Background: an optimization exercise with open tools, aiming at small area. Do not read the settings as production practice.
Function was checked by simulation only, so behaviour that the tests miss may differ from the original.
Power figures rest on the tool's default switching activity, not on a simulated workload.

==> flow/design.v (outline; a module is shown in full before it is edited, if it fits) <==
// module ff_ar: 19 lines
// module vga_text: 57 lines
// module font_rom: 1122 lines
// module vga_driver: 35 lines
// module vga_text_top: 50 lines
module vga_text_top(
    input wire clk,
    input wire rst,
    output wire [2:0] vga_rgb,
    output wire vga_hs_l,
    output wire vga_vs_l,
    output wire [17:0] addr,
    output wire oe_l,
    output wire we_l,
    input wire [15:0] data1,
    output wire ce1_l,
    output wire ub1_l,
    output wire lb1_l,
    input wire [15:0] data2,
    output wire ce2_l,
    output wire ub2_l,
    output wire lb2_l
);
  // ...
==> flow/flow/run.sh <==
#!/bin/bash
# Layout with the standard ORFS flow (standard.sh), with these changes:
#  - synthesis maps the logic with an area-only ABC script (flow/abc_area_only.script)
#    in place of ORFS's abc_area.script, whose delay-driven mapping and upsizing
#    add area this design has no use for at a 20 ns period; ABC may not use
#    sky130_fd_sc_hd__a2111oi_0, whose pins the detailed router reaches badly;
#  - synthesis leaves the adder extraction (ADDER_MAP_FILE) and the pass-through
#    buffers (SYNTH_INSBUF) out; the registers are the standard synthesis's;
#  - the port buffers are sky130_fd_sc_hd__buf_1 cells;
#  - the constant outputs share their tie cells (no repair_tie_fanout);
#  - clock tree synthesis uses sky130_fd_sc_hd__clkbuf_8 and no dummy loads;
#  - if detailed routing ends with violations, routing is run again with
#    another router seed.
# Everything else (floorplan, power grid, tap cells, placement, CTS, routing) is
# the standard flow. Each step's full output is in the log named after it here
# (synth.log, layout.log, layout_retry*.log); ORFS's per-step logs are under orfs/logs.
set -euo pipefail
W=$(pwd)

# Standard synthesis script, with yosys's abc pass given the area-only script.
{
  cat <<'TCL'
proc abc {args} {
  set i [lsearch -exact $args -script]
  if {$i >= 0} { lset args [expr {$i + 1}] $::env(AREA_ABC_SCRIPT) }
  lappend args -dont_use sky130_fd_sc_hd__a2111oi_0
  yosys abc {*}$args
}
TCL
  cat synth_recipe.tcl
} > synth_area.tcl
export AREA_ABC_SCRIPT=$W/flow/abc_area_only.script

ARGS=(
  "SYNTH_SCRIPT=$W/synth_area.tcl"
  "ADDER_MAP_FILE="
  "SYNTH_INSBUF=0"
  "BUFFER_PORTS_ARGS=-buffer_cell sky130_fd_sc_hd__buf_1"
  "SKIP_REPAIR_TIE_FANOUT=1"
  "CTS_ARGS=-sink_clustering_enable -repair_clock_nets -dont_use_dummy_load -buf_list sky130_fd_sc_hd__clkbuf_8"
)
DRC=orfs/reports/sky130hd/vga_text_top/base/5_route_drc.rpt

bash standard.sh synth "${ARGS[@]}" > synth.log 2>&1
set +e
bash standard.sh finish "${ARGS[@]}" > layout.log 2>&1
status=$?
set -e
for seed in 17 29; do
  if [[ $status -eq 0 && -f out/final.def && ! -s $DRC ]]; then break; fi
  rm -f out/final.def
  bash standard.sh clean_route clean_finish "${ARGS[@]}" > "layout_clean_$seed.log" 2>&1
  set +e
  bash standard.sh finish "${ARGS[@]}" "OR_SEED=$seed" > "layout_retry_$seed.log" 2>&1
  status=$?
  set -e
done
exit $status
==> flow/flow/abc_area_only.script <==
strash
dch -f
amap -F 3 -A 10 -C 2000
topo
==> flow/standard.sh <==
#!/bin/bash
# synth_recipe.tcl (not shown) runs the flow's synth.tcl, then flattens the netlist and writes it again
# the make line also repeats each setting of config.mk as NAME=value (left out here)
make -C /OpenROAD-flow-scripts/flow DESIGN_CONFIG=/design/flow/config.mk WORK_HOME=/design/flow/orfs CLKGATE_MAP_FILE= SYNTH_SCRIPT=/design/flow/synth_recipe.tcl "${@:-finish}"
==> flow/config.mk <==
export PLATFORM = sky130hd
export DESIGN_NAME = vga_text_top
export DESIGN_NICKNAME = vga_text_top
export VERILOG_FILES = /design/flow/design.v
export SDC_FILE = /design/flow/constraint.sdc
export NUM_CORES = 4
export LEC_CHECK = 0
export ABC_AREA = 1
export CAP_MARGIN = 20
export CELL_PAD_IN_SITES_DETAIL_PLACEMENT = 1
export CELL_PAD_IN_SITES_GLOBAL_PLACEMENT = 2
export CORE_MARGIN = 2
export CORE_UTILIZATION = 40
export GPL_TIMING_DRIVEN = 0
export SLEW_MARGIN = 20
==> flow/constraint.sdc <==
create_clock -name core_clock -period 20.0 [get_ports {clk}]
set_input_delay 4.0000 -clock core_clock [delete_from_list [all_inputs] [get_ports {clk}]]
set_output_delay 4.0000 -clock core_clock [all_outputs]
set_load 0.01 [all_outputs]
==> flow_summary.toml, run 1 <==
[power_and_ir_drop]
p_leak_nw = 1.752
power.group.top = "registers"
comb_power_share = 0.032
p_clk_mw = 0.0522
vdd_drop_max_v = 0.00004702
p_per_area_nw_per_um2 = 29.21

[cells_and_area]
seq_cell_count = 49
dominant_cells = "multi-input combinational cells"
multi_input_area_share = 0.6008
n_all_buffers = 55
seq_area_um2 = 1368

[global_routing]
grtUsageMet1 = 0.5665
antenna_found_initial = 1
grt_pass1_wl_um = 48270
grt_pass1_vias = 7354

[yosys]
synth_most_common_cell = "nor2_1"
synth.largest_area_cell = "edfxtp_1"
synth.avg_cell_area_um2 = 6.585
syn_area_um2 = 5037

[min_path]
hold_class = "flop to flop"
whs_path_depth = 1

[clock_network]
clkTransAtPathRegs_ns = 0.10

[placement]
gp_congestion = 1.203
portBuffers = 49
dpl_cell_area_um2 = 5523

[route]
wl_met3_um = 5518
route.vias.total = 7663
wirelength_met1_um = 11090
first_pass_iters = 10

[status]
status = "complete, no violations"

[floorplanning]
ioPinCount = 65
rows = 40

[worst_setup_path]
rr_startpoint = "vga_d.col[1]"
r2r_cells = 13
required_ns = 16.00
path_buf_inv = 6
r2r-end = "vga_d.row[4]"

[timing]
tightestPinTransition_ns = 1.182
maxSlewHeadroom = 0.2121
finalWorstPathRequiredPeriod_ns = 14.49
==> module vga_driver, before the edit <==
module vga_driver(
    input wire clk,
    input wire rst,
    output wire [8:0] vga_row,
    output wire [9:0] vga_col,
    output wire vga_display,
    output wire vga_hs_l,
    output wire vga_vs_l
);
    reg clk_25MHz;
    reg [9:0] col;
    reg [9:0] row;
    wire col_last = col[9] & col[8] & (&col[4:0]);      
    wire row_last = row[9] & row[3] & row[1] & row[0];   
    always @(posedge clk, posedge rst) begin
        if (rst) begin
            clk_25MHz <= 1'b0;
            col <= 10'd0;
            row <= 10'd0;
        end else begin
            clk_25MHz <= ~clk_25MHz;
            if (~clk_25MHz) begin
                col <= col_last ? 10'd0 : col + 10'd1;
                row <= row_last ? 10'd0 : col_last ? row + 10'd1 : row;
            end
        end
    end
    assign vga_display = ~(col[9] & (col[8] | col[7])) &
                         ~(row[9] | (row[8] & row[7] & row[6] & row[5]));
    assign vga_col = col;
    assign vga_row = row[8:0];
    assign vga_hs_l = ~(col[9] & ~col[8] & col[7] & (col[6:4] != 3'b000) & (col[6:4] != 3'b111));
    assign vga_vs_l = ~((row[8:4] == 5'b11110) &
                        ((row[3:0] == 4'b1011) | (row[3:0] == 4'b1100)));
endmodule
==> inputs of run 2 (changes only) <==
--- a/flow/design.v
+++ b/flow/design.v
@@ -1218,6 +1218,17 @@
     reg [9:0] row;
     wire col_last = col[9] & col[8] & (&col[4:0]);      
     wire row_last = row[9] & row[3] & row[1] & row[0];   
+    wire [9:0] cy;
+    assign cy[0] = ~clk_25MHz;
+    genvar i;
+    generate for (i = 0; i < 9; i = i + 1) begin : g
+        assign cy[i+1] = cy[i] & col[i];
+    end endgenerate
+    wire [9:0] rcy;
+    assign rcy[0] = ~clk_25MHz & col_last;
+    generate for (i = 0; i < 9; i = i + 1) begin : h
+        assign rcy[i+1] = rcy[i] & row[i];
+    end endgenerate
     always @(posedge clk, posedge rst) begin
         if (rst) begin
             clk_25MHz <= 1'b0;
@@ -1225,10 +1236,8 @@
             row <= 10'd0;
         end else begin
             clk_25MHz <= ~clk_25MHz;
-            if (~clk_25MHz) begin
-                col <= col_last ? 10'd0 : col + 10'd1;
-                row <= row_last ? 10'd0 : col_last ? row + 10'd1 : row;
-            end
+            col <= (col_last & ~clk_25MHz) ? 10'd0 : col ^ cy;
+            row <= (row_last & ~clk_25MHz) ? 10'd0 : row ^ rcy;
         end
     end
     assign vga_display = ~(col[9] & (col[8] | col[7])) &
==> run 2 against run 1 <==
Still clean on timing, DRC and antenna. Sequential share of layout area increased by 0.20 points. Final area decreased by 0.89%. Via count decreased by 1.5%. First-iteration DRC count increased by 3.0%. Highest routed layer is now met4.
==> flow_summary.toml, run 2 <==
[placement]
portBuffers = 49
hpwl_um = 21810
dpl_cell_area_um2 = 5459
gp_congestion = 1.251

[clock_network]
h-tree-depth = 2
clkLatencyLatePin_ns = 0.31
clockBufferDepth = 2
clkTransAtPathRegs_ns = 0.09
clock-sinks = 49
post-cts-setup-buffers = 0
clockRootBuffer = "clkbuf_8"
cts_resized = 0
numCtsBuffers = 5
cts_tree = "built"
holdBufCountCts = 0

[cells_and_area]
seq_area_um2 = 1366
largest_registers = "vga_d.col: 10 flops, vga_d.row: 10 flops"
multi_input_area_um2 = 3299
n_antenna_cell = 0
postLayoutCellArea_um2 = 5577
layout_commonest_cell = "nor2_1"
area_delta_synth_final_pct = 11.48
fill_cells = 1650
num-nets-final = 853
final_layout_size_suffix_gt1_frac = 0.02693
mostFrequentLayoutCells = "nor2_1 (192), clkinv_1 (100), o21ai_0 (64)"

[yosys]
syn_area_um2 = 5002
ys_warn_count = 2
synth_most_common_cell = "nor2_1"
synth_commonest_cells = "nor2_1 (199), clkinv_1 (101), o21ai_0 (68)"
synth.avg_cell_area_um2 = 6.599
synth_edf_count = 28
synth.largest_area_cell = "edfxtp_1"
yosysTopAreaCellShare = 0.1681
ys_seq_area_frac = 0.2731
netlist_instances = 758
synth_fp_nets = 792
synth_area_leaders = "edfxtp_1 (17%), nor2_1 (15%), dfrtp_1 (11%), clkinv_1 (7.6%), o21ai_0 (6.8%)"
ys_ff_latch = 49
async_flop_share = 0.4286
synth_cell_types = 44
synth_flop_cell = "edfxtp_1"

[route]
drt-total-wl_um = 31760
ant_nets = 0
wl_per_cell_um = 32.24
route.vias.total = 7548
drt_iter0_drc = 1688
first_pass_iters = 15
drc = 0
via_per_inst = 7.663

[timing]
fin_skew_ns = 0.01463
tightestPinTransition_ns = 1.321
maxSlewHeadroom = 0.1097
fin_setup_tns_ns = 0
setup_viol = 0
max_freq_ghz = 0.07298
drv_slew = 0
period_share = 0.6851
finalHoldViolations = 0
rsz0062_at_grt = "no"
finalWorstPathRequiredPeriod_ns = 13.70

[status]
status = "complete, no violations"

[global_routing]
grt_overflow = 0
grt_pass1_vias = 7222
antenna_found_initial = 0
grtUsageTotal = 0.4842
grt_pass1_wl_um = 46620
grt_max_degree = 33

[worst_setup_path]
crit_arrival_ns = 9.70
rr_startpoint = "vga_d.col[2]"
required_ns = 16.00
crit_type = "flop to output port"
cp_max_fo = 22
crit_start = "vga_d.col[2]"
cp-start-kind = "flop"
endpoint_kind = "output port"

[floorplanning]
die_w_um = 115.8
rows = 40
core_um2 = 12110
initial_core_util = 0.4130
fp.dieArea_um2 = 13420
ioPinCount = 65
die_y_um = 115.8

[power_and_ir_drop]
vdd_drop_max_v = 0.00006783
p_leak_nw = 1.714
p_per_area_nw_per_um2 = 29.80

[job]
cap_violations = 0

[min_path]
hold_class = "flop to flop"
hold_path.startpoint = "vga_d.clk_25MHz"
-- run 2: routing by layer --
layer	global-route usage	share of wire	vias up
met5	0.01852	0	-
li1	-	-	2948
met1	0.5405	0.33	3399
met3	0.2950	0.18	326
met2	0.6706	0.39	875
met4	0.3548	0.11	0
-- run 2: critical path, stage by stage, from the launching register on --
cell and delay (ns):
dfrtp_1 0.73, clkinv_1 0.68, nor2_1 0.38, nor2_1 0.49, clkinv_1 0.49, nor2_2 0.79
clkinv_1 0.70, o221ai_1 1.03, nor3_1 0.13, o32a_1 0.44, nor3_2 0.24, buf_4 0.24
clkinv_1 0.10, a211oi_1 0.33, o22ai_1 0.32, a21oi_1 0.35, o21ai_0 0.16, nand3_1 0.10
o31ai_1 0.11, o21a_1 0.15, or4b_1 0.49, nand3_1 0.11, nor2_1 0.05, nor2b_1 0.11
nor2_1 0.08, nor4_1 0.36, buf_1 0.20
-- run 2: per-stage QoR --
step,power (mW),hold slack (ns),utilization,std cells,setup WS (ns)
final,0.1662,0.4958,0.4604,985,6.298
after global routing,0.1708,0.5066,0.4604,985,6.432
after CTS,0.1678,0.4991,0.4564,982,6.467
after detailed placement,0.1144,0.4827,0.4507,977,6.803
after global placement,0.1139,0.4721,0.4456,975,4.921
after floorplan,0.1114,0.4548,-,758,9.198
-- run 2: cell families after synthesis --
logic type | after synthesis | synth area share
DFF | 49 | 0.2731
and+or+nand+nor | 337 | 0.2884
AOI/OAI and AO/OA | 269 | 0.3612
buffers and inverters | 101 | 0.07579
other | 2 | 0.001501
-- run 2: layout make-up --
| class | instances | area share |
|---|---|---|
| clock buffer | 5 | 0.01234 |
| sequential | 49 | 0.2450 |
| tap | 168 | 0.03769 |
| inverter | 101 | 0.06798 |
| multi-input combinational | 608 | 0.5917 |
| timing repair buffer | 54 | 0.04532 |
-- run 2: final timing paths --
kind / endpoint / slack (ns) / cells after the start
worst max-delay path: vga_rgb[0] / 6.30 / 26
worst min-delay path: vga_d.col[0] / 0.50 / 1
worst max register to register: vga_d.row[8] / 14.30 / 19
worst min register to register: vga_d.col[0] / 0.50 / 1
max in group asynchronous: vga_d.row[5] / 15.91 / 2
min in group asynchronous: vga_d.col[8] / 3.70 / 2
-- run 2: power breakdown --
group          internal [mW]  switching, mW  leakage [nW]
Clock                 0.0226         0.0315        0.0359
Combinational        0.00185        0.00340          1.16
Sequential             0.107              0         0.521
==> inputs of run 3 (changes only) <==
--- a/flow/flow/run.sh
+++ b/flow/flow/run.sh
@@ -1,8 +1,9 @@
 #!/bin/bash
 # Layout with the standard ORFS flow (standard.sh), with these changes:
-#  - synthesis maps the logic with an area-only ABC script (flow/abc_area_only.script)
-#    in place of ORFS's abc_area.script, whose delay-driven mapping and upsizing
-#    add area this design has no use for at a 20 ns period; ABC may not use
+#  - synthesis maps the logic with an area-oriented ABC script (flow/abc_area_only.script:
+#    &nf with the delay target relaxed) in place of ORFS's abc_area.script, whose
+#    delay-driven mapping and upsizing add area this design has no use for at a
+#    20 ns period; ABC may not use
 #    sky130_fd_sc_hd__a2111oi_0, whose pins the detailed router reaches badly;
 #  - synthesis leaves the adder extraction (ADDER_MAP_FILE) and the pass-through
 #    buffers (SYNTH_INSBUF) out; the registers are the standard synthesis's;
==> flow/flow/abc_area_only.script (replaced) <==
strash
&get -n
&dch -f
&nf -R 1000 -F 8 -A 4 -p -C 32 -E 50
&put
topo
--- a/flow/config.mk
+++ b/flow/config.mk
@@ -9,7 +9,7 @@
 export CAP_MARGIN = 20
 export CELL_PAD_IN_SITES_DETAIL_PLACEMENT = 1
 export CELL_PAD_IN_SITES_GLOBAL_PLACEMENT = 2
-export CORE_MARGIN = 2
+export CORE_MARGIN = 5
 export CORE_UTILIZATION = 40
 export GPL_TIMING_DRIVEN = 0
 export SLEW_MARGIN = 20
==> run 3 against run 2 <==
Clock power fell by 4.3%. Clock-buffer cell count did not move. Final area fell by 1.2%. Global-route usage fell by 6.5 points. Sequential power barely moved. Sequential share of layout area rose by 0.38 points. Register-to-register slack improved by 0.89 ns. Worst setup slack improved by 1.6 ns.
==> flow_summary.toml, run 3 <==
[timing]
drv_slew = 0
maxSlewHeadroom = 0.1111
setup_ws_ns = 7.901
max_freq_ghz = 0.08265
setup_viol = 0
fin_skew_ns = 0.02143
period_share = 0.6049
finalWorstPathRequiredPeriod_ns = 12.10
tightestPinTransition_ns = 1.329
finalHoldViolations = 0
fin_setup_tns_ns = 0
rsz0062_at_grt = "no"

[clock_network]
clkLatencyLatePin_ns = 0.32
h-tree-depth = 2
clock-sinks = 49
clockRootBuffer = "clkbuf_8"
numCtsBuffers = 5
post-cts-setup-buffers = 0
cts_tree = "built"
clkTransAtPathRegs_ns = 0.09
cts_resized = 0
holdBufCountCts = 0
clockBufferDepth = 2

[floorplanning]
die_y_um = 120.4
core_um2 = 11960
rows = 40
fp.dieArea_um2 = 14500
initial_core_util = 0.4077
die_w_um = 120.4
ioPinCount = 65

[cells_and_area]
mostFrequentLayoutCells = "nor2_1 (101), nand2_1 (96), a21oi_1 (78)"
final_layout_size_suffix_gt1_frac = 0.03714
layoutNonFillerInstCount = 902
layout_commonest_cell = "nor2_1"
largest_registers = "vga_d.col: 10 flops, vga_d.row: 10 flops"
area_delta_synth_final_pct = 13.01
num-nets-final = 790
fill_cells = 1569

[worst_setup_path]
crit_type = "flop to output port"
cp_max_fo = 28
r2r_cells = 10
r2r_slack_ns = 15.19
crit_arrival_ns = 8.10
required_ns = 16.00
cp-start-kind = "flop"
rr_startpoint = "vga_d.col[0]"
r2r-end = "vga_d.row[7]"
endpoint_kind = "output port"

[global_routing]
antenna_found_initial = 1
grtUsageMet1 = 0.5222
grt_max_degree = 35
use_met3 = 0.1155
grt_overflow = 0
use_met2 = 0.6353
grtUsageTotal = 0.4191
grt_pass1_wl_um = 45660
busiest_layer = "met2"
grt_pass1_vias = 7258

[min_path]
whs_path_depth = 2
hold_class = "flop to flop"
hold_path.startpoint = "vga_d.row[9]"
min_to = "vga_d.row[9]"

[yosys]
async_flop_share = 0.4286
syn_area_um2 = 4877
synth_most_common_cell = "nor2_1"
synth_fp_nets = 724
ys_warn_count = 2
synth_area_leaders = "edfxtp_1 (17%), dfrtp_1 (11%), a21oi_1 (8.1%), nor2_1 (8.1%), nand2_1 (7.5%)"
synth.avg_cell_area_um2 = 7.068
netlist_instances = 690
synth_flop_cell = "edfxtp_1"
synth_cell_types = 53
synth_commonest_cells = "nor2_1 (105), nand2_1 (98), a21oi_1 (79)"
synth.largest_area_cell = "edfxtp_1"
ys_seq_area_frac = 0.2801
synth_edf_count = 28
ys_ff_latch = 49
yosysTopAreaCellShare = 0.1724

[power_and_ir_drop]
p_per_area_nw_per_um2 = 29.72
swShare = 0.1985
p_clk_frac = 0.316
vdd_drop_max_v = 0.00005325
p_seq_frac = 0.653
p_leak_nw = 1.710
p_int_mw = 0.1313
p_sw_mw = 0.03253
comb_power_share = 0.032

[status]
status = "complete, no violations"

[placement]
post-place-cells = 895
portBuffers = 49
dp_slack_ns = 8.865
gp_congestion = 1.130
hpwl_um = 21620

[route]
drt_iter0_drc = 1590
first_pass_iters = 8
drt-total-wl_um = 31050
drc = 0
ant_nets = 0
route.vias.total = 7428
wl_per_cell_um = 34.42
via_per_inst = 8.235

[job]
cap_violations = 0
-- run 3: final cells by class --
type,instances,area (um^2),share of cell area
flip-flops and latches,49,1371,0.2488
diodes,1,2.502,0.0004540
clock buffers,5,68.82,0.01249
well taps,147,183.9,0.03337
repair buffers,59,342.8,0.06220
inverters,11,41.29,0.007491
multi-input cells,630,3501,0.6352
-- run 3: cells by family after synthesis --
group,count (synthesis),share of synthesized area
buffers and inverters,11,0.008466
flip-flops,49,0.2801
other,2,0.001540
XOR/XNOR,6,0.01077
AND/OR/NAND/NOR,326,0.3017
AO/OA/AOI/OAI,296,0.3974
-- run 3: routing by layer --
| metal | part of all wire | wire length (um) |
|---|---|---|
| met5 | 0.00039 | 12 |
| met2 | 0.42 | 12940 |
| met1 | 0.36 | 11060 |
| met3 | 0.13 | 4182 |
| met4 | 0.092 | 2855 |
-- run 3: power by group through the flow --
| stage | combinational [mW] | sequential [mW] | clock, mW |
|---|---|---|---|
| 6_report | 0.00516 | 0.107 | 0.0518 |
| 4_1_cts | 0.00523 | 0.107 | 0.0523 |
| 3_3_place_gp | 0.00476 | 0.109 | 0 |
| 5_1_grt | 0.00600 | 0.107 | 0.0570 |
| 2_1_floorplan | 0.00239 | 0.109 | 0 |
| 3_5_place_dp | 0.00523 | 0.109 | 0 |
-- run 3: critical path: stages (launching register included) --
cell	delay, ns
dfrtp_1	1.16
clkinv_1	0.75
nor2_1	1.09
nand2_1	0.38
a31oi_1	0.29
nor2_1	0.11
a311oi_1	0.28
a21o_1	0.18
o311ai_1	0.20
buf_2	0.27
nand2_1	0.07
nand3_1	0.08
a21oi_1	0.74
nand2_1	0.22
a21oi_1	0.20
a21oi_1	0.11
nor2_1	0.22
a21oi_1	0.10
a21oi_1	0.24
nor3_1	0.11
nor4_1	0.48
a21oi_1	0.15
o21a_1	0.22
buf_1	0.14
-- run 3: how the worst max path moves through the flow --
stage / from / end / slack [ns] / cells after the start
floorplan: vga_d.col[2] / vga_rgb[0] / 11.26 / 18
global placement: vga_d.col[2] / vga_rgb[2] / 7.83 / 20
detailed placement: vga_d.col[1] / vga_rgb[2] / 8.87 / 23
CTS: vga_d.col[1] / vga_rgb[2] / 8.51 / 23
global route: vga_d.row[0] / vga_rgb[2] / 7.99 / 23
finish: vga_d.row[0] / vga_rgb[2] / 7.90 / 23
-- run 3: per-stage QoR --
step / hold slack, ns / total power, mW / utilization / area, um^2
floorplan: 0.4897 / 0.1114 / - / 4877
global placement: 0.5195 / 0.1138 / 0.4385 / 5245
detailed placement: 0.5392 / 0.1143 / 0.4530 / 5419
CTS: 0.5599 / 0.1644 / 0.4588 / 5488
global route: 0.5925 / 0.1699 / 0.4606 / 5509
finish: 0.5575 / 0.1638 / 0.4608 / 5512
==> inputs of run 4 (changes only) <==
--- a/flow/config.mk
+++ b/flow/config.mk
@@ -6,10 +6,10 @@
 export NUM_CORES = 4
 export LEC_CHECK = 0
 export ABC_AREA = 1
-export CAP_MARGIN = 20
+export CAP_MARGIN = 10
 export CELL_PAD_IN_SITES_DETAIL_PLACEMENT = 1
 export CELL_PAD_IN_SITES_GLOBAL_PLACEMENT = 2
 export CORE_MARGIN = 5
 export CORE_UTILIZATION = 40
 export GPL_TIMING_DRIVEN = 0
-export SLEW_MARGIN = 20
+export SLEW_MARGIN = 10
==> run 4 against run 3 <==
Combinational power shrank 0.8%. Synthesized cell count unchanged. Clock-buffer cell count did not move. Fmax down 0.55%. Die area unchanged. Sequential power is essentially flat. Still clean on timing, DRC and antenna. Non-clock buffer count increased by 1. Power about the same. Final cell count unchanged. Worst hold slack better by 0.0053 ns. Clock power hardly changed. Critical path depth stayed put.
==> flow_summary.toml, run 4 <==
[status]
status = "complete, no violations"

[global_routing]
grt_pass1_vias = 7183
grt_pass1_wl_um = 45390
antenna_found_initial = 1
grtUsageTotal = 0.4139
grt_overflow = 0
grt_max_degree = 45

[route]
first_pass_iters = 8
route.vias.total = 7214
via_per_inst = 7.998
drt-total-wl_um = 30630
ant_nets = 0
drc = 0
wl_per_cell_um = 33.96
drt_iter0_drc = 1571

[floorplanning]
rows = 40
die_w_um = 120.4
fp.dieArea_um2 = 14500
die_y_um = 120.4
core_um2 = 11960
initial_core_util = 0.4077
ioPinCount = 65

[timing]
finalHoldViolations = 0
max_freq_ghz = 0.08220
fin_skew_ns = 0.01759
maxSlewHeadroom = 0.05959
period_share = 0.6083
setup_ws_ns = 7.834
rsz0062_at_grt = "no"
fin_setup_tns_ns = 0
setup_viol = 0
finalWorstPathRequiredPeriod_ns = 12.17
tightestPinTransition_ns = 1.401
drv_slew = 0

[yosys]
synth.largest_area_cell = "edfxtp_1"
netlist_instances = 690
synth_area_leaders = "edfxtp_1 (17%), dfrtp_1 (11%), a21oi_1 (8.1%), nor2_1 (8.1%), nand2_1 (7.5%)"
synth_commonest_cells = "nor2_1 (105), nand2_1 (98), a21oi_1 (79)"
synth_fp_nets = 724
synth_flop_cell = "edfxtp_1"
ys_ff_latch = 49
synth_most_common_cell = "nor2_1"
synth_cell_types = 53
async_flop_share = 0.4286
yosysTopAreaCellShare = 0.1724
syn_area_um2 = 4877
ys_seq_area_frac = 0.2801
ys_warn_count = 2
synth_edf_count = 28
synth.avg_cell_area_um2 = 7.068

[power_and_ir_drop]
p_int_mw = 0.1313
p_total_mw = 0.1638
p_per_area_nw_per_um2 = 29.78
vdd_drop_max_v = 0.00005347
comb_power_share = 0.031
p_clk_frac = 0.316
p_sw_mw = 0.03247
swShare = 0.1982
p_leak_nw = 1.715
p_seq_frac = 0.653

[clock_network]
clkLatencyLatePin_ns = 0.30
cts_resized = 0
clockRootBuffer = "clkbuf_8"
numCtsBuffers = 5
h-tree-depth = 2
cts_tree = "built"
clockBufferDepth = 2
clock-sinks = 49
holdBufCountCts = 0
post-cts-setup-buffers = 0
clkTransAtPathRegs_ns = 0.09

[cells_and_area]
n_antenna_cell = 0
fill_cells = 1606
utilization = 0.4597
postLayoutCellArea_um2 = 5499
mostFrequentLayoutCells = "nor2_1 (101), nand2_1 (98), a21oi_1 (79)"
area_delta_synth_final_pct = 12.75
final_layout_size_suffix_gt1_frac = 0.03046
largest_registers = "vga_d.col: 10 flops, vga_d.row: 10 flops"
layout_commonest_cell = "nor2_1"
num-nets-final = 791

[placement]
portBuffers = 49
dpl_cell_area_um2 = 5430
gp_congestion = 1.130
dp_slack_ns = 9.009
hpwl_um = 21140

[worst_setup_path]
r2r_cells = 10
crit_type = "flop to output port"
endpoint_kind = "output port"
required_ns = 16.00
critical_path.max_stage_delay_ns = 1.25
cp_max_fo = 29
crit_arrival_ns = 8.17
crit_slowest_cell = "dfrtp_1"
cpMostUsedCell = "a21oi_1"
rr_startpoint = "vga_d.col[0]"
crit_start = "vga_d.col[1]"
worstPathCellList = "nor2_2 -> buf_6 -> nor2b_1 -> o21ai_0 -> o21ai_0 -> nand2_1 -> o21ai_0 -> o311ai_1 -> buf_2 -> nand2_1 -> nand3_1 -> a21oi_1 -> nand2_1 -> a21oi_1 -> a21oi_1 -> nor2_1 -> a21oi_1 -> a21oi_1 -> nor3_1 -> nor4_1 -> a21oi_1 -> o21a_1 -> buf_1"
cp-start-kind = "flop"

[min_path]
hold_class = "flop to flop"
whs_path_depth = 2
hold_path.startpoint = "vga_d.row[9]"

[job]
cap_violations = 0
-- run 4: final timing paths --
path	end	slack, ns
hold reg to reg	vga_d.row[9]	0.56
min in group asynchronous	vga_d.row[6]	3.69
setup / recovery	vga_rgb[0]	7.83
hold / removal	vga_d.row[9]	0.56
setup reg to reg	vga_d.row[7]	15.10
max in group asynchronous	vga_d.row[1]	15.92
-- run 4: layout make-up --
cell class	count	area, um^2	area share
repair buffers	60	355.3	0.06462
multi-input cells	630	3480	0.6328
well taps	147	183.9	0.03345
flip-flops and latches	49	1370	0.2491
clock buffers	5	68.82	0.01251
inverters	11	41.29	0.007509
-- run 4: metal layers --
layer,wire (um),track usage,up-vias
li1,-,-,2907
met1,10760,0.4991,3386
met2,12910,0.6301,691
met3,4398,0.1380,228
met4,2538,0.2663,2
met5,12,0,-
-- run 4: cell families (layout without fill, tap and decap cells) --
| logic type | count (synthesis) | count (layout) | share of synthesized area |
|---|---|---|---|
| buf+inv | 11 | 76 | 0.008466 |
| flops | 49 | 49 | 0.2801 |
| xor+xnor | 6 | 6 | 0.01077 |
| compound gates | 296 | 296 | 0.3974 |
| other cells | 2 | 2 | 0.001540 |
| simple gates | 326 | 326 | 0.3017 |
-- run 4: critical path, delay by kind of cell (launching register included) --
family | cells | cell delay (ns)
AOI/OAI and AO/OA | 11 | 3.56
and+or+nand+nor | 9 | 2.36
DFF | 1 | 1.25
buffers and inverters | 3 | 0.68
-- run 4: power by group through the flow --
stage / sequential [mW] / clock (mW) / combinational [mW]
final: 0.107 / 0.0518 / 0.00512
after floorplan: 0.109 / 0 / 0.00239
after CTS: 0.107 / 0.0538 / 0.00520
after detailed placement: 0.109 / 0 / 0.00518
after global routing: 0.107 / 0.0577 / 0.00592
after global placement: 0.109 / 0 / 0.00476
-- run 4: per-stage QoR --
step | instances | hold WS [ns]
after global routing | 902 | 0.5993
after detailed placement | 897 | 0.5409
after CTS | 902 | 0.5619
final | 902 | 0.5627
after global placement | 886 | 0.5195
after floorplan | 690 | 0.4897
==> inputs of run 5 (changes only) <==
==> flow/config.mk (replaced) <==
export PLATFORM = sky130hd
export DESIGN_NAME = vga_text_top
export DESIGN_NICKNAME = vga_text_top
export VERILOG_FILES = /design/flow/design.v
export SDC_FILE = /design/flow/constraint.sdc
export NUM_CORES = 4
export LEC_CHECK = 0
export ABC_AREA = 1
export CAP_MARGIN = 20
export CELL_PAD_IN_SITES_DETAIL_PLACEMENT = 1
export CELL_PAD_IN_SITES_GLOBAL_PLACEMENT = 1
export CORE_MARGIN = 5
export CORE_UTILIZATION = 50
export GPL_TIMING_DRIVEN = 0
export SLEW_MARGIN = 20
==> run 5 against run 4 <==
Worst hold slack better by 0.026 ns. Power is 2.2% higher. Still clean on timing, DRC and antenna. Critical path depth stayed put. Worst setup slack got worse by 0.13 ns. Clock power is 6.2% higher. Largest power group unchanged. Clock-buffer cell count did not move.
==> flow_summary.toml, run 5 <==
[placement]
hpwl_um = 20680
portBuffers = 49
dpl_cell_area_um2 = 5358
gp_congestion = 1.208

[route]
via_per_inst = 8.797
route.vias.total = 7794
first_pass_iters = 20
ant_nets = 0
wl_per_cell_um = 35.98
drc = 0
drt-total-wl_um = 31880
drt_iter0_drc = 2041

[yosys]
netlist_instances = 690
syn_area_um2 = 4877
yosysTopAreaCellShare = 0.1724
synth_cell_types = 53
synth_area_leaders = "edfxtp_1 (17%), dfrtp_1 (11%), a21oi_1 (8.1%), nor2_1 (8.1%), nand2_1 (7.5%)"
async_flop_share = 0.4286
synth_edf_count = 28
synth.avg_cell_area_um2 = 7.068
synth_commonest_cells = "nor2_1 (105), nand2_1 (98), a21oi_1 (79)"
ys_warn_count = 2
synth.largest_area_cell = "edfxtp_1"
ys_seq_area_frac = 0.2801
synth_most_common_cell = "nor2_1"
ys_ff_latch = 49
synth_flop_cell = "edfxtp_1"
synth_fp_nets = 724

[cells_and_area]
area_delta_synth_final_pct = 11.75
layout_commonest_cell = "nor2_1"
largest_registers = "vga_d.col: 10 flops, vga_d.row: 10 flops"
multi_input_area_um2 = 3492
num-nets-final = 789
fill_cells = 1301
utilization = 0.5654
final_layout_size_suffix_gt1_frac = 0.03453
n_antenna_cell = 0
seq_area_um2 = 1371
mostFrequentLayoutCells = "nor2_1 (100), nand2_1 (96), a21oi_1 (79)"
postLayoutCellArea_um2 = 5450

[clock_network]
clockRootBuffer = "clkbuf_8"
h-tree-depth = 2
clkLatencyLatePin_ns = 0.31
clkTransAtPathRegs_ns = 0.09
clock-sinks = 49
numCtsBuffers = 5
cts_resized = 0
post-cts-setup-buffers = 0
cts_tree = "built"
clockBufferDepth = 2
holdBufCountCts = 0

[worst_setup_path]
r2r_slack_ns = 15.54
crit_type = "flop to output port"
cp-start-kind = "flop"
endpoint_kind = "output port"
crit_slowest_cell = "dfrtp_1"
critical_path.max_stage_delay_ns = 1.18
path_buf_inv = 3
worstPathCellList = "clkinv_1 -> nor2_1 -> nand2_1 -> a31oi_1 -> nor2_1 -> a311oi_1 -> a21o_1 -> o311ai_1 -> buf_2 -> nand2_1 -> nand3_1 -> a21oi_1 -> nand2_1 -> a21oi_1 -> a21oi_1 -> nor2_1 -> a21oi_1 -> a21oi_1 -> nor3_1 -> nor4_1 -> a21oi_1 -> o21a_1 -> buf_1"
cp_max_fo = 28
crit_arrival_ns = 8.29
required_ns = 16.00
cpMostUsedCell = "a21oi_1"
path_delay_family = "compound AO/OA/AOI/OAI gates"

[floorplanning]
initial_core_util = 0.5060
core_um2 = 9639
rows = 36
ioPinCount = 65
fp.dieArea_um2 = 11830
die_y_um = 108.8
die_w_um = 108.8

[timing]
fin_skew_ns = 0.005497
max_freq_ghz = 0.08136
fin_setup_tns_ns = 0
rsz0062_at_grt = "no"
tightestPinTransition_ns = 1.257
period_share = 0.6146
finalHoldViolations = 0
fin_hold_ws_ns = 0.5886
maxSlewHeadroom = 0.1622
drv_slew = 0
finalWorstPathRequiredPeriod_ns = 12.29
setup_viol = 0

[global_routing]
grt_pass1_vias = 7529
grtUsageTotal = 0.5547
antenna_found_initial = 1
grt_pass1_wl_um = 48090
grt_overflow = 0
grt_max_degree = 43

[power_and_ir_drop]
p_leak_nw = 1.695
p_int_mw = 0.1313
p_seq_frac = 0.639
p_per_area_nw_per_um2 = 30.70
p_sw_mw = 0.03597
p_total_mw = 0.1673
p_clk_frac = 0.329
vdd_drop_max_v = 0.00006730
comb_power_share = 0.033
swShare = 0.2150

[min_path]
hold_class = "flop to flop"

[job]
cap_violations = 0

[status]
status = "complete, no violations"
==> run 5: cell count changes in the layout (fill, tap and decap cells not counted), sizes merged <==
cell / previous run / this run
buf: 60 / 57
clkbuf: 5 / 6
==> run 5: final cells by class <==
type	instances	area share
multi-input combinational	630	0.6407
sequential	49	0.2516
timing repair buffer	58	0.05693
tap	133	0.03053
clock buffer	5	0.01263
inverter	11	0.007576
==> run 5: logic make-up after synthesis <==
family | after synthesis | synth area share
xor gates and xnor gates | 6 | 0.01077
DFF | 49 | 0.2801
and+or+nand+nor | 326 | 0.3017
AOI/OAI and AO/OA | 296 | 0.3974
buffers and inverters | 11 | 0.008466
other | 2 | 0.001540
==> run 5: power groups by stage <==
stage | sequential (mW) | clock [mW] | combinational [mW]
after global routing | 0.107 | 0.0608 | 0.00629
after floorplan | 0.109 | 0 | 0.00239
after detailed placement | 0.109 | 0 | 0.00528
final | 0.107 | 0.0550 | 0.00547
after global placement | 0.109 | 0 | 0.00471
after CTS | 0.107 | 0.0546 | 0.00544
==> run 5: final timing paths <==
check | from | endpoint | cells after the start
worst max-delay path | vga_d.row[0] | vga_rgb[2] | 23
worst min register to register | vga_d.row[7] | vga_d.row[7] | 1
worst max register to register | vga_d.col[1] | vga_d.row[7] | 10
worst min-delay path | vga_d.row[7] | vga_d.row[7] | 1
max in group asynchronous | rst | vga_d.col[0] | 2
min in group asynchronous | rst | vga_d.row[4] | 2
==> run 5: per-layer routing <==
layer | global-route usage | vias to the layer above | wire length [um]
met5 | 0 | - | 30
met4 | 0.3931 | 2 | 3759
met3 | 0.3623 | 423 | 5951
met2 | 0.7480 | 958 | 12070
met1 | 0.6253 | 3511 | 10070
li1 | - | 2900 | -
==> run 5: worst register-to-register path, stage by stage (launching register included) <==
cell	delay (ns)
dfrtp_1	1.19
nand2_1	0.50
nor2_1	0.50
and3_1	0.30
and3_1	0.38
nand2_1	0.19
nor2_1	0.31
nand3_1	0.19
nor2b_1	0.43
a21oi_1	0.14
a311oi_1	0.25
==> run 5: stage by stage <==
step | std cells | setup slack, ns
5_1_grt | 886 | 7.840
4_1_cts | 884 | 8.746
3_5_place_dp | 879 | 9.145
3_3_place_gp | 872 | 8.480
6_report | 886 | 7.708
2_1_floorplan | 690 | 11.26
==> inputs of run 6 (changes only) <==
--- a/flow/config.mk
+++ b/flow/config.mk
@@ -6,10 +6,10 @@
 export NUM_CORES = 4
 export LEC_CHECK = 0
 export ABC_AREA = 1
-export CAP_MARGIN = 20
+export CAP_MARGIN = 10
 export CELL_PAD_IN_SITES_DETAIL_PLACEMENT = 1
 export CELL_PAD_IN_SITES_GLOBAL_PLACEMENT = 1
-export CORE_MARGIN = 5
-export CORE_UTILIZATION = 50
+export CORE_MARGIN = 8
+export CORE_UTILIZATION = 45
 export GPL_TIMING_DRIVEN = 0
-export SLEW_MARGIN = 20
+export SLEW_MARGIN = 10
==> run 6 against run 5 <==
Worst hold slack got worse by 0.020 ns. Largest cell class unchanged. Highest routed layer unchanged. Global-route usage shrank 15 points. Combinational power fell by 4.6%.
==> flow_summary.toml, run 6 <==
[worst_setup_path]
crit_arrival_ns = 8.01
rr_startpoint = "vga_d.col[0]"
cp-start-kind = "flop"
path_buf_inv = 1
endpoint_kind = "output port"
critical_path.max_stage_delay_ns = 1.25
required_ns = 16.00
r2r-end = "vga_d.row[7]"
path_delay_family = "compound AO/OA/AOI/OAI gates"
crit_cells = 20
r2r_slack_ns = 15.09
cp_max_fo = 29
crit_type = "flop to output port"
cpMostUsedCell = "a21oi_1"
r2r_cells = 10
worstPathCellList = "nor2_1 -> nor2b_1 -> o21ai_0 -> nand2_1 -> o21ai_0 -> o311ai_1 -> nand2_1 -> nand3_1 -> a21oi_1 -> nand2_1 -> a21oi_1 -> a21oi_1 -> nor2_1 -> a21oi_1 -> a21oi_1 -> nor3_1 -> nor4_1 -> a21oi_1 -> o21a_1 -> buf_1"
crit_slowest_cell = "nor2_1"

[cells_and_area]
largest_registers = "vga_d.col: 10 flops, vga_d.row: 10 flops"
num-nets-final = 783
final_layout_size_suffix_gt1_frac = 0.02008
postLayoutCellArea_um2 = 5364
area_delta_synth_final_pct = 9.979
mostFrequentLayoutCells = "nor2_1 (102), nand2_1 (97), a21oi_1 (79)"
n_antenna_cell = 0
layout_commonest_cell = "nor2_1"
fill_cells = 1428
seq_area_um2 = 1370
multi_input_area_um2 = 3480
utilization = 0.5014

[min_path]
min_to = "vga_d.row[9]"
whs_path_depth = 2
hold_class = "flop to flop"
hold_path.startpoint = "vga_d.row[9]"

[global_routing]
use_met3 = 0.1691
grt_max_degree = 47
grt_pass1_wl_um = 44770
grt_pass1_vias = 7206
antenna_found_initial = 1
grt_overflow = 0
busiest_layer = "met2"
use_met2 = 0.5854
grtUsageMet1 = 0.4786
grtUsageTotal = 0.4060

[clock_network]
clockRootBuffer = "clkbuf_8"
holdBufCountCts = 0
numCtsBuffers = 5
clkLatencyLatePin_ns = 0.31
cts_tree = "built"
clockBufferDepth = 2
cts_resized = 0
h-tree-depth = 2
post-cts-setup-buffers = 0
clkTransAtPathRegs_ns = 0.09
clock-sinks = 49

[yosys]
netlist_instances = 690
synth.largest_area_cell = "edfxtp_1"
synth_area_leaders = "edfxtp_1 (17%), dfrtp_1 (11%), a21oi_1 (8.1%), nor2_1 (8.1%), nand2_1 (7.5%)"
yosysTopAreaCellShare = 0.1724
ys_warn_count = 2
synth_fp_nets = 724
ys_seq_area_frac = 0.2801
syn_area_um2 = 4877
synth_edf_count = 28
synth_most_common_cell = "nor2_1"
async_flop_share = 0.4286
synth_commonest_cells = "nor2_1 (105), nand2_1 (98), a21oi_1 (79)"
synth.avg_cell_area_um2 = 7.068
ys_ff_latch = 49
synth_cell_types = 53
synth_flop_cell = "edfxtp_1"

[timing]
setup_viol = 0
maxSlewHeadroom = 0.1024
finalHoldViolations = 0
drv_slew = 0
max_freq_ghz = 0.08325
fin_setup_tns_ns = 0
finalWorstPathRequiredPeriod_ns = 12.01
rsz0062_at_grt = "no"
fin_skew_ns = 0.02423
tightestPinTransition_ns = 1.341
period_share = 0.6006

[route]
drt_iter0_drc = 1471
route.vias.total = 7364
drc = 0
first_pass_iters = 9
wl_per_cell_um = 33.59
drt-total-wl_um = 29790
via_per_inst = 8.302
ant_nets = 0

[placement]
dpl_cell_area_um2 = 5293
gp_congestion = 1.196
portBuffers = 49
hpwl_um = 20270

[power_and_ir_drop]
vdd_drop_max_v = 0.00005552
p_sw_mw = 0.03221
comb_power_share = 0.032
p_int_mw = 0.1313
p_seq_frac = 0.654
p_clk_frac = 0.314
swShare = 0.1970
p_leak_nw = 1.654
p_per_area_nw_per_um2 = 30.49

[status]
status = "complete, no violations"

[floorplanning]
core_um2 = 10700
die_y_um = 120.1
ioPinCount = 65
rows = 38
initial_core_util = 0.4559
die_w_um = 120.1
fp.dieArea_um2 = 14430

[job]
cap_violations = 0
-- run 6: cell count changes in the layout (fill, tap and decap cells not counted), moves of 2 or more --
cell,change
buf_12,-2
buf_2,-2
nor2_2,-2
nor2_1,+2
-- run 6: cell type report --
type / instances / area share
tap: 140 / 0.03266
clock buffer: 5 / 0.01283
multi-input combinational: 630 / 0.6487
timing repair buffer: 52 / 0.04269
inverter: 11 / 0.007698
sequential: 49 / 0.2554
-- run 6: power groups by stage --
stage,combinational (mW),clock [mW],sequential (mW)
global placement,0.00477,0,0.109
global route,0.00594,0.0555,0.107
CTS,0.00526,0.0522,0.107
finish,0.00522,0.0514,0.107
floorplan,0.00239,0,0.109
detailed placement,0.00524,0,0.109
-- run 6: how the worst max path moves through the flow --
stage,startpoint,end,slack [ns]
after floorplan,vga_d.col[2],vga_rgb[0],11.26
after global placement,vga_d.row[1],vga_rgb[1],8.41
after detailed placement,vga_d.col[1],vga_rgb[2],9.16
after CTS,vga_d.col[1],vga_rgb[2],8.85
after global routing,vga_d.col[1],vga_rgb[2],8.19
final,vga_d.col[1],vga_rgb[2],7.99
-- run 6: layer usage --
metal / vias to the layer above / part of all wire
li1: 2882 / -
met4: 2 / 0.10
met2: 860 / 0.40
met3: 294 / 0.17
met5: - / 0.00037
met1: 3326 / 0.32
-- run 6: through the flow --
stage	hold WS [ns]	instances	power (mW)	setup slack, ns
after floorplan	0.4897	690	0.1114	11.26
after global placement	0.5206	879	0.1138	8.414
after detailed placement	0.5447	882	0.1143	9.156
after CTS	0.5641	887	0.1644	8.847
after global routing	0.5885	887	0.1683	8.191
final	0.5684	887	0.1635	7.988
-- run 6: logic make-up (layout without fill, tap and decap cells) --
family | after synthesis | in the layout | share of synthesized area
flops | 49 | 49 | 0.2801
simple gates | 326 | 326 | 0.3017
other cells | 2 | 2 | 0.001540
xor+xnor | 6 | 6 | 0.01077
buf+inv | 11 | 68 | 0.008466
compound gates | 296 | 296 | 0.3974
-- run 6: worst register-to-register path: stages, from the launching register on --
cell and delay [ns]:
dfrtp_1 1.18, clkinv_1 0.79, nor2_1 0.66, and3_1 0.31, and3_1 0.38, nand2_1 0.18, nor2_1 0.29, nand3_1 0.17
nor2b_1 0.41, a21oi_1 0.13, a311oi_1 0.27

-- static timing again, ports no longer ideal --
How much do the figures lean on ideal ports? The routed layouts below were timed once more, with nothing changed but the port constraints. Step 1: set_driving_cell puts a clkbuf_16 on clk and a buf_2 on each other input, an assumption about the parent block. Step 2 also shifts input and output timing later by t, the mid clock arrival at the registers, as if the neighbouring blocks saw the same clock. Slacks: ideal ports / drivers / drivers and shift; pairs: ideal ports / drivers.
run	t, ns	setup slack, ns	worst setup path at the end	clock arrival spread, ns
run 1	0.334	5.509 / 5.479 / 5.813	register to output	0.028 / 0.028
run 2	0.338	6.298 / 6.267 / 6.605	register to output	0.014 / 0.015
run 3	0.336	7.901 / 7.874 / 8.210	register to output	0.022 / 0.021
run 4	0.321	7.834 / 7.807 / 8.128	register to output	0.018 / 0.017
run 5	0.335	7.708 / 7.679 / 8.014	register to output	0.005 / 0.006
run 6	0.331	7.988 / 7.956 / 8.287	register to output	0.025 / 0.025
After both steps every run listed still meets setup and hold.
